What follows belongs to an exercise in optimizing a design on an open flow for small area and a short achievable clock period; a production flow would make more cautious choices.

==> v21 <==
## cordic_sin_cos
module cordic_sin_cos(clk, rst, target_angle, x_res, y_res);
 input clk, rst;
 input [19:0] target_angle;
 output reg [19:0] x_res;
 output reg [19:0] y_res;
 wire [11:0] z0;
 wire q2, q3;
 get_conv_target_angle conv_angle(.target_angle(target_angle), .z0(z0), .q2(q2), .q3(q3));
 wire [8:0] d;   
 wire [11:0] zs0 = z0;
 wire [11:0] zs0_u = zs0 ^ 12'd2048;
 assign d[0] = ~zs0[11];
 reg dr1;
 always @(*) begin
  case (d[0:0])
   1'b0: dr1 = (zs0_u[11] | (zs0_u[10] & (zs0_u[9] | (zs0_u[8] & (zs0_u[7] | (zs0_u[6] | (zs0_u[5] & zs0_u[4])))))));
   1'b1: dr1 = (zs0_u[11] & (zs0_u[10] | (zs0_u[9] & (zs0_u[8] | (zs0_u[7] & (zs0_u[6] & (zs0_u[5] | zs0_u[4])))))));
  endcase
 end
 assign d[1] = dr1;
 reg dr2;
 always @(*) begin
  case (d[1:0])
   2'b00: dr2 = (zs0_u[11] | (zs0_u[10] | (zs0_u[9] & (zs0_u[8] & (zs0_u[7] & (zs0_u[6] | (zs0_u[5] | (zs0_u[4] | (zs0_u[3] | (zs0_u[2] & (zs0_u[1] & zs0_u[0])))))))))));
   2'b10: dr2 = (zs0_u[11] | (zs0_u[10] & (zs0_u[9] & (zs0_u[8] | (zs0_u[7] & (zs0_u[6] & (zs0_u[5] | (zs0_u[4] & (zs0_u[3] & (zs0_u[2] | (zs0_u[1] | zs0_u[0])))))))))));
  ...
clock: 35.0 ns
lec_check: 0
abc_area: 1
cap_margin: 20
core_margin: 2
core_utilization: 40
slew_margin: 20
run.sh (not shown) runs the stock make flow with config.mk's settings and CLKGATE_MAP_FILE= SYNTH_SCRIPT=/design/flow/synth_recipe.tcl, a recipe that flattens the netlist after the stock synthesis.
==> v25 (differences from v21) <==
--- a/flow/design.v
+++ b/flow/design.v
@@ -118,49 +118,37 @@
   case (d[5:4])
    2'b00: dr6 = (zs4_u[7] | (zs4_u[6] | (zs4_u[5] & (zs4_u[4] | (zs4_u[3] & (zs4_u[2] | (zs4_u[1] & zs4_u[0])))))));
    2'b10: dr6 = (zs4_u[7] | (zs4_u[6] & (zs4_u[5] & (zs4_u[4] | (zs4_u[3] | (zs4_u[2] | (zs4_u[1] & zs4_u[0])))))));
    2'b01: dr6 = (zs4_u[7] & (zs4_u[6] | (zs4_u[5] | (zs4_u[4] & (zs4_u[3] & (zs4_u[2] & (zs4_u[1] | zs4_u[0])))))));
    2'b11: dr6 = (zs4_u[7] & (zs4_u[6] & (zs4_u[5] | (zs4_u[4] & (zs4_u[3] | (zs4_u[2] & (zs4_u[1] | zs4_u[0])))))));
   endcase
  end
  assign d[6] = dr6;
- reg dr7;
+ reg [5:0] zk7;
  always @(*) begin
   case (d[6:4])
-   3'b000: dr7 = (zs4_u[7] | (zs4_u[6] | (zs4_u[5] | (zs4_u[4] & (zs4_u[3] & (zs4_u[2] & (zs4_u[1] | zs4_u[0])))))));
-   3'b100: dr7 = (zs4_u[7] | (zs4_u[6] | (zs4_u[5] & (zs4_u[4] & (zs4_u[3] & (zs4_u[2] | (zs4_u[1] | zs4_u[0])))))));
-   3'b010: dr7 = (zs4_u[7] | (zs4_u[6] & (zs4_u[5] | (zs4_u[4] & (zs4_u[3] | (zs4_u[2] & (zs4_u[1] | zs4_u[0])))))));
-   3'b110: dr7 = (zs4_u[7] | (zs4_u[6] & (zs4_u[5] & (zs4_u[4] & (zs4_u[3] | (zs4_u[2] | (zs4_u[1] | zs4_u[0])))))));
-   3'b001: dr7 = (zs4_u[7] & (zs4_u[6] | (zs4_u[5] | (zs4_u[4] | (zs4_u[3] & (zs4_u[2] & (zs4_u[1] & zs4_u[0])))))));
-   3'b101: dr7 = (zs4_u[7] & (zs4_u[6] | (zs4_u[5] & (zs4_u[4] | (zs4_u[3] & (zs4_u[2] | (zs4_u[1] & zs4_u[0])))))));
-   3'b011: dr7 = (zs4_u[7] & (zs4_u[6] & (zs4_u[5] | (zs4_u[4] | (zs4_u[3] | (zs4_u[2] & (zs4_u[1] & zs4_u[0])))))));
-   3'b111: dr7 = (zs4_u[7] & (zs4_u[6] & (zs4_u[5] & (zs4_u[4] | (zs4_u[3] | (zs4_u[2] | (zs4_u[1] & zs4_u[0])))))));
-  endcase
- end
- assign d[7] = dr7;
+   3'b000: zk7 = 6'd35;
+   3'b100: zk7 = 6'd7;
+   3'b010: zk7 = 6'd43;
+   3'b110: zk7 = 6'd15;
+   3'b001: zk7 = 6'd49;
+   3'b101: zk7 = 6'd21;
+   3'b011: zk7 = 6'd57;
+   3'b111: zk7 = 6'd29;
+  endcase
+ end
+ wire [5:0] zs7 = zs4[5:0] + zk7;
+ wire [5:0] zs7_u = zs7 ^ 6'd32;
+ assign d[7] = ~zs7[5];
  reg dr8;
  always @(*) begin
-  case (d[7:4])
-   4'b0000: dr8 = (zs4_u[7] | (zs4_u[6] | (zs4_u[5] | (zs4_u[4] & (zs4_u[3] | (zs4_u[2] & zs4_u[1]))))));
-   4'b1000: dr8 = (zs4_u[7] | (zs4_u[6] | (zs4_u[5] & (zs4_u[4] | (zs4_u[3] | zs4_u[2])))));
-   4'b0100: dr8 = (zs4_u[7] | (zs4_u[6] | (zs4_u[5] & (zs4_u[4] & (zs4_u[3] | (zs4_u[2] | zs4_u[1]))))));
-   4'b1100: dr8 = (zs4_u[7] | zs4_u[6]);
-   4'b0010: dr8 = (zs4_u[7] | (zs4_u[6] & (zs4_u[5] | (zs4_u[4] | (zs4_u[3] & (zs4_u[2] & zs4_u[1]))))));
-   4'b1010: dr8 = (zs4_u[7] | (zs4_u[6] & (zs4_u[5] | (zs4_u[4] & (zs4_u[3] & zs4_u[2])))));
-   4'b0110: dr8 = (zs4_u[7] | (zs4_u[6] & (zs4_u[5] & (zs4_u[4] | (zs4_u[3] & (zs4_u[2] | zs4_u[1]))))));
-   4'b1110: dr8 = (zs4_u[7] | (zs4_u[6] & (zs4_u[5] & (zs4_u[4] & zs4_u[3]))));
-   4'b0001: dr8 = (zs4_u[7] & (zs4_u[6] | (zs4_u[5] | (zs4_u[4] | zs4_u[3]))));
-   4'b1001: dr8 = (zs4_u[7] & (zs4_u[6] | (zs4_u[5] | (zs4_u[4] & (zs4_u[3] | (zs4_u[2] & zs4_u[1]))))));
-   4'b0101: dr8 = (zs4_u[7] & (zs4_u[6] | (zs4_u[5] & (zs4_u[4] | (zs4_u[3] | zs4_u[2])))));
-   4'b1101: dr8 = (zs4_u[7] & (zs4_u[6] | (zs4_u[5] & (zs4_u[4] & (zs4_u[3] | (zs4_u[2] | zs4_u[1]))))));
-   4'b0011: dr8 = (zs4_u[7] & zs4_u[6]);
-   4'b1011: dr8 = (zs4_u[7] & (zs4_u[6] & (zs4_u[5] | (zs4_u[4] | (zs4_u[3] & (zs4_u[2] & zs4_u[1]))))));
-   4'b0111: dr8 = (zs4_u[7] & (zs4_u[6] & (zs4_u[5] | (zs4_u[4] & (zs4_u[3] & zs4_u[2])))));
-   4'b1111: dr8 = (zs4_u[7] & (zs4_u[6] & (zs4_u[5] & (zs4_u[4] | (zs4_u[3] & (zs4_u[2] | zs4_u[1]))))));
+  case (d[7:7])
+   1'b0: dr8 = (zs7_u[5] | (zs7_u[4] & (zs7_u[3] & (zs7_u[2] | (zs7_u[1] | zs7_u[0])))));
+   1'b1: dr8 = (zs7_u[5] & (zs7_u[4] | (zs7_u[3] | (zs7_u[2] & (zs7_u[1] & zs7_u[0])))));
   endcase
  end
  assign d[8] = dr8;
  wire [5:0] ti = d[5:0];
  wire [16:0] xm, ym;
  wire [63:0] tbx0 = 64'hcfd2b40ccfd2b40c;
  wire [63:0] tby0 = 64'h250b92f6250b92f6;
  assign xm[0] = tbx0[ti];
==> flow/config.mk (replaced) <==
export PLATFORM = sky130hd
export DESIGN_NAME = cordic_sin_cos
export DESIGN_NICKNAME = cordic_sin_cos
export VERILOG_FILES = /design/flow/design.v
export SDC_FILE = /design/flow/constraint.sdc
export NUM_CORES = 4
export LEC_CHECK = 0
export CAP_MARGIN = 20
export CORE_MARGIN = 2
export CORE_UTILIZATION = 40
export SLEW_MARGIN = 20
==> v1 (differences from v21) <==
--- a/flow/design.v
+++ b/flow/design.v
@@ -118,49 +118,37 @@
   case (d[5:4])
    2'b00: dr6 = (zs4_u[7] | (zs4_u[6] | (zs4_u[5] & (zs4_u[4] | (zs4_u[3] & (zs4_u[2] | (zs4_u[1] & zs4_u[0])))))));
    2'b10: dr6 = (zs4_u[7] | (zs4_u[6] & (zs4_u[5] & (zs4_u[4] | (zs4_u[3] | (zs4_u[2] | (zs4_u[1] & zs4_u[0])))))));
    2'b01: dr6 = (zs4_u[7] & (zs4_u[6] | (zs4_u[5] | (zs4_u[4] & (zs4_u[3] & (zs4_u[2] & (zs4_u[1] | zs4_u[0])))))));
    2'b11: dr6 = (zs4_u[7] & (zs4_u[6] & (zs4_u[5] | (zs4_u[4] & (zs4_u[3] | (zs4_u[2] & (zs4_u[1] | zs4_u[0])))))));
   endcase
  end
  assign d[6] = dr6;
- reg dr7;
+ reg [5:0] zk7;
  always @(*) begin
   case (d[6:4])
-   3'b000: dr7 = (zs4_u[7] | (zs4_u[6] | (zs4_u[5] | (zs4_u[4] & (zs4_u[3] & (zs4_u[2] & (zs4_u[1] | zs4_u[0])))))));
-   3'b100: dr7 = (zs4_u[7] | (zs4_u[6] | (zs4_u[5] & (zs4_u[4] & (zs4_u[3] & (zs4_u[2] | (zs4_u[1] | zs4_u[0])))))));
-   3'b010: dr7 = (zs4_u[7] | (zs4_u[6] & (zs4_u[5] | (zs4_u[4] & (zs4_u[3] | (zs4_u[2] & (zs4_u[1] | zs4_u[0])))))));
-   3'b110: dr7 = (zs4_u[7] | (zs4_u[6] & (zs4_u[5] & (zs4_u[4] & (zs4_u[3] | (zs4_u[2] | (zs4_u[1] | zs4_u[0])))))));
-   3'b001: dr7 = (zs4_u[7] & (zs4_u[6] | (zs4_u[5] | (zs4_u[4] | (zs4_u[3] & (zs4_u[2] & (zs4_u[1] & zs4_u[0])))))));
-   3'b101: dr7 = (zs4_u[7] & (zs4_u[6] | (zs4_u[5] & (zs4_u[4] | (zs4_u[3] & (zs4_u[2] | (zs4_u[1] & zs4_u[0])))))));
-   3'b011: dr7 = (zs4_u[7] & (zs4_u[6] & (zs4_u[5] | (zs4_u[4] | (zs4_u[3] | (zs4_u[2] & (zs4_u[1] & zs4_u[0])))))));
-   3'b111: dr7 = (zs4_u[7] & (zs4_u[6] & (zs4_u[5] & (zs4_u[4] | (zs4_u[3] | (zs4_u[2] | (zs4_u[1] & zs4_u[0])))))));
-  endcase
- end
- assign d[7] = dr7;
+   3'b000: zk7 = 6'd35;
+   3'b100: zk7 = 6'd7;
+   3'b010: zk7 = 6'd43;
+   3'b110: zk7 = 6'd15;
+   3'b001: zk7 = 6'd49;
+   3'b101: zk7 = 6'd21;
+   3'b011: zk7 = 6'd57;
+   3'b111: zk7 = 6'd29;
+  endcase
+ end
+ wire [5:0] zs7 = zs4[5:0] + zk7;
+ wire [5:0] zs7_u = zs7 ^ 6'd32;
+ assign d[7] = ~zs7[5];
  reg dr8;
  always @(*) begin
-  case (d[7:4])
-   4'b0000: dr8 = (zs4_u[7] | (zs4_u[6] | (zs4_u[5] | (zs4_u[4] & (zs4_u[3] | (zs4_u[2] & zs4_u[1]))))));
-   4'b1000: dr8 = (zs4_u[7] | (zs4_u[6] | (zs4_u[5] & (zs4_u[4] | (zs4_u[3] | zs4_u[2])))));
-   4'b0100: dr8 = (zs4_u[7] | (zs4_u[6] | (zs4_u[5] & (zs4_u[4] & (zs4_u[3] | (zs4_u[2] | zs4_u[1]))))));
-   4'b1100: dr8 = (zs4_u[7] | zs4_u[6]);
-   4'b0010: dr8 = (zs4_u[7] | (zs4_u[6] & (zs4_u[5] | (zs4_u[4] | (zs4_u[3] & (zs4_u[2] & zs4_u[1]))))));
-   4'b1010: dr8 = (zs4_u[7] | (zs4_u[6] & (zs4_u[5] | (zs4_u[4] & (zs4_u[3] & zs4_u[2])))));
-   4'b0110: dr8 = (zs4_u[7] | (zs4_u[6] & (zs4_u[5] & (zs4_u[4] | (zs4_u[3] & (zs4_u[2] | zs4_u[1]))))));
-   4'b1110: dr8 = (zs4_u[7] | (zs4_u[6] & (zs4_u[5] & (zs4_u[4] & zs4_u[3]))));
-   4'b0001: dr8 = (zs4_u[7] & (zs4_u[6] | (zs4_u[5] | (zs4_u[4] | zs4_u[3]))));
-   4'b1001: dr8 = (zs4_u[7] & (zs4_u[6] | (zs4_u[5] | (zs4_u[4] & (zs4_u[3] | (zs4_u[2] & zs4_u[1]))))));
-   4'b0101: dr8 = (zs4_u[7] & (zs4_u[6] | (zs4_u[5] & (zs4_u[4] | (zs4_u[3] | zs4_u[2])))));
-   4'b1101: dr8 = (zs4_u[7] & (zs4_u[6] | (zs4_u[5] & (zs4_u[4] & (zs4_u[3] | (zs4_u[2] | zs4_u[1]))))));
-   4'b0011: dr8 = (zs4_u[7] & zs4_u[6]);
-   4'b1011: dr8 = (zs4_u[7] & (zs4_u[6] & (zs4_u[5] | (zs4_u[4] | (zs4_u[3] & (zs4_u[2] & zs4_u[1]))))));
-   4'b0111: dr8 = (zs4_u[7] & (zs4_u[6] & (zs4_u[5] | (zs4_u[4] & (zs4_u[3] & zs4_u[2])))));
-   4'b1111: dr8 = (zs4_u[7] & (zs4_u[6] & (zs4_u[5] & (zs4_u[4] | (zs4_u[3] & (zs4_u[2] | zs4_u[1]))))));
+  case (d[7:7])
+   1'b0: dr8 = (zs7_u[5] | (zs7_u[4] & (zs7_u[3] & (zs7_u[2] | (zs7_u[1] | zs7_u[0])))));
+   1'b1: dr8 = (zs7_u[5] & (zs7_u[4] | (zs7_u[3] | (zs7_u[2] & (zs7_u[1] & zs7_u[0])))));
   endcase
  end
  assign d[8] = dr8;
  wire [5:0] ti = d[5:0];
  wire [16:0] xm, ym;
  wire [63:0] tbx0 = 64'hcfd2b40ccfd2b40c;
  wire [63:0] tby0 = 64'h250b92f6250b92f6;
  assign xm[0] = tbx0[ti];
==> flow/config.mk (replaced) <==
export PLATFORM = sky130hd
export DESIGN_NAME = cordic_sin_cos
export DESIGN_NICKNAME = cordic_sin_cos
export VERILOG_FILES = /design/flow/design.v
export SDC_FILE = /design/flow/constraint.sdc
export NUM_CORES = 4
export LEC_CHECK = 0
export ABC_AREA = 1
export CAP_MARGIN = 20
export CORE_MARGIN = 2
export CORE_UTILIZATION = 60
export SLEW_MARGIN = 20
==> impl_metrics.yaml <==
status:
  status: "complete, no violations"
global_routing:
  use_met1_pct: 32.8
detailed_routing:
  wl_met2_mm: 18.9
worst_setup_path:
  path_delay_family: "simple AND/OR/NAND/NOR gates"
  slowest_delay_ps: 670
timing:
  period_needed_ps: 23430
Source of the figures above: v21

==> impl_metrics.yaml <==
global_routing:
  use_met1_pct: 42.9
status:
  status: "complete, no violations"
timing:
  period_needed_ps: 23370
worst_setup_path:
  slowest_delay_ps: 730
  path_delay_family: "simple AND/OR/NAND/NOR gates"
detailed_routing:
  wl_met2_mm: 16.8
finish:
  n_antenna_cell: 0
clock_network:
  post-cts-setup-buffers: 0
Source of the figures above: v1

==> impl_metrics.yaml <==
global_routing:
  use_met1_pct: 36.3
detailed_routing:
  wl_met2_mm: 20.8
status:
  status: "complete, no violations"
timing:
  period_needed_ps: 26350
Source of the figures above: v25

No run of this note included a check of the RTL's function; only the layout flow was run.

==> re-timing with driven ports <==
Ports are ideal in the flow. The routed layouts listed here were re-timed in OpenROAD. Step 1 (the two cells are an assumption about what drives the block):
set clk [get_ports {clk}]
set_driving_cell -lib_cell sky130_fd_sc_hd__clkbuf_16 $clk
set_driving_cell -lib_cell sky130_fd_sc_hd__buf_2 [delete_from_list [all_inputs] $clk]
Step 2 times the ports against the registers' clock, not the clock port: input delays grow and output delays shrink by t, the midpoint of the rising clock arrivals with the driver on. Three values: ideal, step 1, step 2; two values: the first two.
run	t, ns	setup WS [ns]	worst register clock-pin slew, ns
v21	0.312	11.568 / 11.579 / 11.267	0.05 / 0.05
v25	0.315	8.655 / 8.671 / 8.356	0.05 / 0.05
v1	0.322	11.630 / 11.647 / 11.325	0.06 / 0.06
After both steps setup and hold are still met in every run listed. The setup slack of v1, which loses most, moves by +0.017 ns with the drivers and by -0.305 ns with both steps.
